Context: an optimization exercise on an open-source flow, tuned for small area. The choices shown serve that exercise and are no tape-out recipe.
Only simulation tests tie the RTL to the original design; equivalence was not proved.
No activity file was given, so power comes from the tool's default toggle rates.

Setup of zinc:
==> module gshare, before the edit <==
module gshare
	#(  parameter GH_WIDTH = 8,
		parameter PC_WIDTH = 32,
		parameter INDEX_W  = 8
	)
	(
	input clk,ares,sync_reset,
	input [PC_WIDTH-1:0] instr_data,
	input instr_valid,
	input [INDEX_W-1:0] pred_result_idx,
	input pred_result_data,
	input pred_result_valid,
	output [INDEX_W+1-1:0] pred_data,
	output pred_valid
);
	localparam N = 256;
	reg [N-1:0] dir;        
	reg [N-1:0] str;        
	reg [7:0] ghist;
	reg clr_pend;           
	reg wb_valid;           
	reg [7:0] wb_idx;
	reg wb_taken;
	genvar g, k;
	wire clear = clr_pend | sync_reset;
	wire [15:0] b_row = 16'd1 << wb_idx[7:4];
	wire [15:0] b_col = 16'd1 << wb_idx[3:0];
	wire [15:0] row_dir, row_str;
	generate for (g = 0; g < 16; g = g + 1) begin : rd
		assign row_dir[g] = |(b_col & dir[g*16 +: 16]);
		assign row_str[g] = |(b_col & str[g*16 +: 16]);
	end endgenerate
	wire cur_dir = |(b_row & row_dir);
	wire cur_str = |(b_row & row_str);
	wire new_dir = cur_str ? cur_dir : wb_taken;
	wire new_str = cur_dir ~^ wb_taken;
	wire [7:0] idx = instr_data[7:0] ^ ghist;
	wire [7:0] lo_sel = 8'd1 << idx[2:0];
	wire [31:0] grp;
	generate for (g = 0; g < 32; g = g + 1) begin : prd
		assign grp[g] = |(lo_sel & dir[g*8 +: 8]);
	end endgenerate
	wire tbl_dir = grp[idx[7:3]];
	wire p_hit = wb_valid & (wb_idx == idx);
	assign pred_data = {idx, p_hit ? new_dir : (clr_pend | tbl_dir)};
	assign pred_valid = instr_valid;
	wire [15:0] w_row = (b_row & {16{wb_valid}}) | {16{clear}};
	wire [15:0] w_col = b_col | {16{clear}};
	wire w_dir = clear | new_dir;
	wire w_str = ~clear & new_str;
	integer i;
	always @(posedge clk) begin
		for (i = 0; i < N; i = i + 1)
			if (w_row[i/16] & w_col[i%16]) begin
				dir[i] <= w_dir;
				str[i] <= w_str;
			end
	end
	always @(posedge clk or posedge ares) begin
		if (ares) begin
			clr_pend <= 1'b1;
			wb_valid <= 1'b0;
		end else begin
			clr_pend <= 1'b0;
			wb_valid <= pred_result_valid & ~sync_reset;
		end
	end
	always @(posedge clk) begin
		wb_idx <= pred_result_idx;
		wb_taken <= pred_result_data;
	end
	always @(posedge clk or posedge ares) begin
		if (ares) ghist <= 8'd0;
		else if (sync_reset) ghist <= 8'd0;
		else if (pred_result_valid) ghist <= {ghist[6:0], pred_result_data};
	end
endmodule
clock: 9.0 ns
lec_check: 0
cap_margin: 10
core_margin: 2
core_utilization: 72
place_density: 0.82
slew_margin: 10
standard.sh (not shown) runs the stock make flow with config.mk's settings and CLKGATE_MAP_FILE= SYNTH_SCRIPT=/design/flow/synth_recipe.tcl, a recipe that flattens the netlist after the stock synthesis.
==> flow/flow/run.sh <==
#!/bin/bash
set -euo pipefail
W=$(pwd)
# synthesis script: synth_recipe.tcl, sourcing a copy of ORFS synth.tcl whose
# abc call uses our script
sed "s#log_cmd abc {\*}\$abc_args#log_cmd abc -script $W/flow/abc.script {*}[lrange \$abc_args 2 end]#" \
  "$FLOW_HOME/scripts/synth.tcl" > "$W/area_synth_main.tcl"
grep -q "flow/abc.script" "$W/area_synth_main.tcl"
sed "s#\$::env(SCRIPTS_DIR)/synth.tcl#$W/area_synth_main.tcl#" "$W/synth_recipe.tcl" > "$W/area_synth.tcl"
grep -q "area_synth_main.tcl" "$W/area_synth.tcl"
sed "s#SYNTH_SCRIPT=[^ ]*#SYNTH_SCRIPT=$W/area_synth.tcl#" "$W/standard.sh" > "$W/area_standard.sh"
grep -q "area_synth.tcl" "$W/area_standard.sh"
export BUFFER_PORTS_ARGS="-buffer_cell sky130_fd_sc_hd__buf_1"
export CTS_ARGS="-sink_clustering_enable -repair_clock_nets -dont_use_dummy_load -buf_list sky130_fd_sc_hd__clkbuf_8 -sink_clustering_size 16 -sink_clustering_max_diameter 60"
bash "$W/area_standard.sh" finish > "$W/flow_make.log" 2>&1
==> flow/flow/abc.script <==
strash
&get -n
&st
&dch -f
&nf -a -R 1000
&put
strash
&get -n
&st
&dch -f
&nf -a -R 1000
&put
strash
&get -n
&st
&dch -f
&nf -a -R 1000
&put
Inputs modified between zinc and indigo:
-- flow/design.v --
<<< zinc, line 15
);
	localparam N = 256;
	reg [N-1:0] dir;        
	reg [N-1:0] str;        
	reg [7:0] ghist;
>>> indigo, line 15
);
	localparam N = 256;
	reg [N-1:0] dir_n;      
	reg [N-1:0] str;        
	reg [7:0] ghist;
<<< zinc, line 28
	wire [15:0] row_dir, row_str;
	generate for (g = 0; g < 16; g = g + 1) begin : rd
		assign row_dir[g] = |(b_col & dir[g*16 +: 16]);
		assign row_str[g] = |(b_col & str[g*16 +: 16]);
	end endgenerate
>>> indigo, line 28
	wire [15:0] row_dir, row_str;
	generate for (g = 0; g < 16; g = g + 1) begin : rd
		assign row_dir[g] = |(b_col & ~dir_n[g*16 +: 16]);
		assign row_str[g] = |(b_col & str[g*16 +: 16]);
	end endgenerate
<<< zinc, line 39
	wire [31:0] grp;
	generate for (g = 0; g < 32; g = g + 1) begin : prd
		assign grp[g] = |(lo_sel & dir[g*8 +: 8]);
	end endgenerate
	wire tbl_dir = grp[idx[7:3]];
	wire p_hit = wb_valid & (wb_idx == idx);
	assign pred_data = {idx, p_hit ? new_dir : (clr_pend | tbl_dir)};
	assign pred_valid = instr_valid;
	wire [15:0] w_row = (b_row & {16{wb_valid}}) | {16{clear}};
	wire [15:0] w_col = b_col | {16{clear}};
	wire w_dir = clear | new_dir;
	wire w_str = ~clear & new_str;
	integer i;
>>> indigo, line 39
	wire [31:0] grp;
	generate for (g = 0; g < 32; g = g + 1) begin : prd
		assign grp[g] = |(lo_sel & dir_n[g*8 +: 8]);
	end endgenerate
	wire tbl_dir_n = grp[idx[7:3]];
	wire p_hit = wb_valid & (wb_idx == idx);
	assign pred_data = {idx, p_hit ? new_dir : (clr_pend | ~tbl_dir_n)};
	assign pred_valid = instr_valid;
	wire [15:0] w_row = (b_row & {16{wb_valid}}) | {16{clear}};
	wire [15:0] w_col = b_col | {16{clear}};
	wire w_dir_n = ~clear & ~new_dir;
	wire w_str = ~clear & new_str;
	integer i;
<<< zinc, line 53
		for (i = 0; i < N; i = i + 1)
			if (w_row[i/16] & w_col[i%16]) begin
				dir[i] <= w_dir;
				str[i] <= w_str;
			end
>>> indigo, line 53
		for (i = 0; i < N; i = i + 1)
			if (w_row[i/16] & w_col[i%16]) begin
				dir_n[i] <= w_dir_n;
				str[i] <= w_str;
			end
Findings:
- The flow did not stop early for indigo: all stages ran, and the layout cleared the timing, DRC and antenna checks.
- Going from zinc to indigo, final layout net count grows by 5.2%.
- Sequential power (indigo over zinc): increase, about 3%
- Wire length of the first global-routing pass grows by a little under 10% when moving from zinc to indigo.
- Internal power contribution on indigo is up relative to zinc.
- Going from zinc to indigo, detailed placer's ending HPWL grew by more than 10%.
- Compared to zinc, indigo has count of cells along the worst register-to-register path 1 higher.
- Register-to-register slack on indigo is down relative to zinc.
- Compared to zinc, indigo was floorplanned on a bigger die.
- Route | indigo vs zinc | wire longer in indigo
- Comparing areal power density over the cells for indigo and zinc, the smaller number came from zinc.
- zinc and indigo ended up with roughly the same total of fill cells in the finished design.
- indigo ends up with lower highest fanout seen on the critical path than zinc does.

[re-timing with driven ports]
In the flow no input, the clock included, has a driving cell. The finished layouts below were timed again as built, in two steps.
Step 1 sets driving cells, clkbuf_16 on the clock port and buf_2 on the other inputs (assumed; they add their load-dependent delay and slew).
Step 2 times the ports against the registers' clock, not the clock port: input delays grow and output delays shrink by t, the midpoint of the rising clock arrivals with the driver on.
Slacks: ideal ports / drivers / drivers and shift; pairs: ideal ports / drivers.
run | t (ns) | slack for setup (ns) | worst hold slack (ns) | worst setup path after step 2 | slew at the worst register clock pin (ns)
zinc | 0.625 | 1.654 / 1.627 / 1.627 | 0.543 / 0.543 / 0.543 | input to output | 0.11 / 0.11
indigo | 0.636 | 1.342 / 1.291 / 1.540 | 0.540 / 0.540 / 0.540 | input to output | 0.11 / 0.11
After both steps setup and hold are still met in every run listed. For zinc, which loses most, drivers alone change the setup slack by -0.027 ns; drivers and shift together by -0.027 ns.
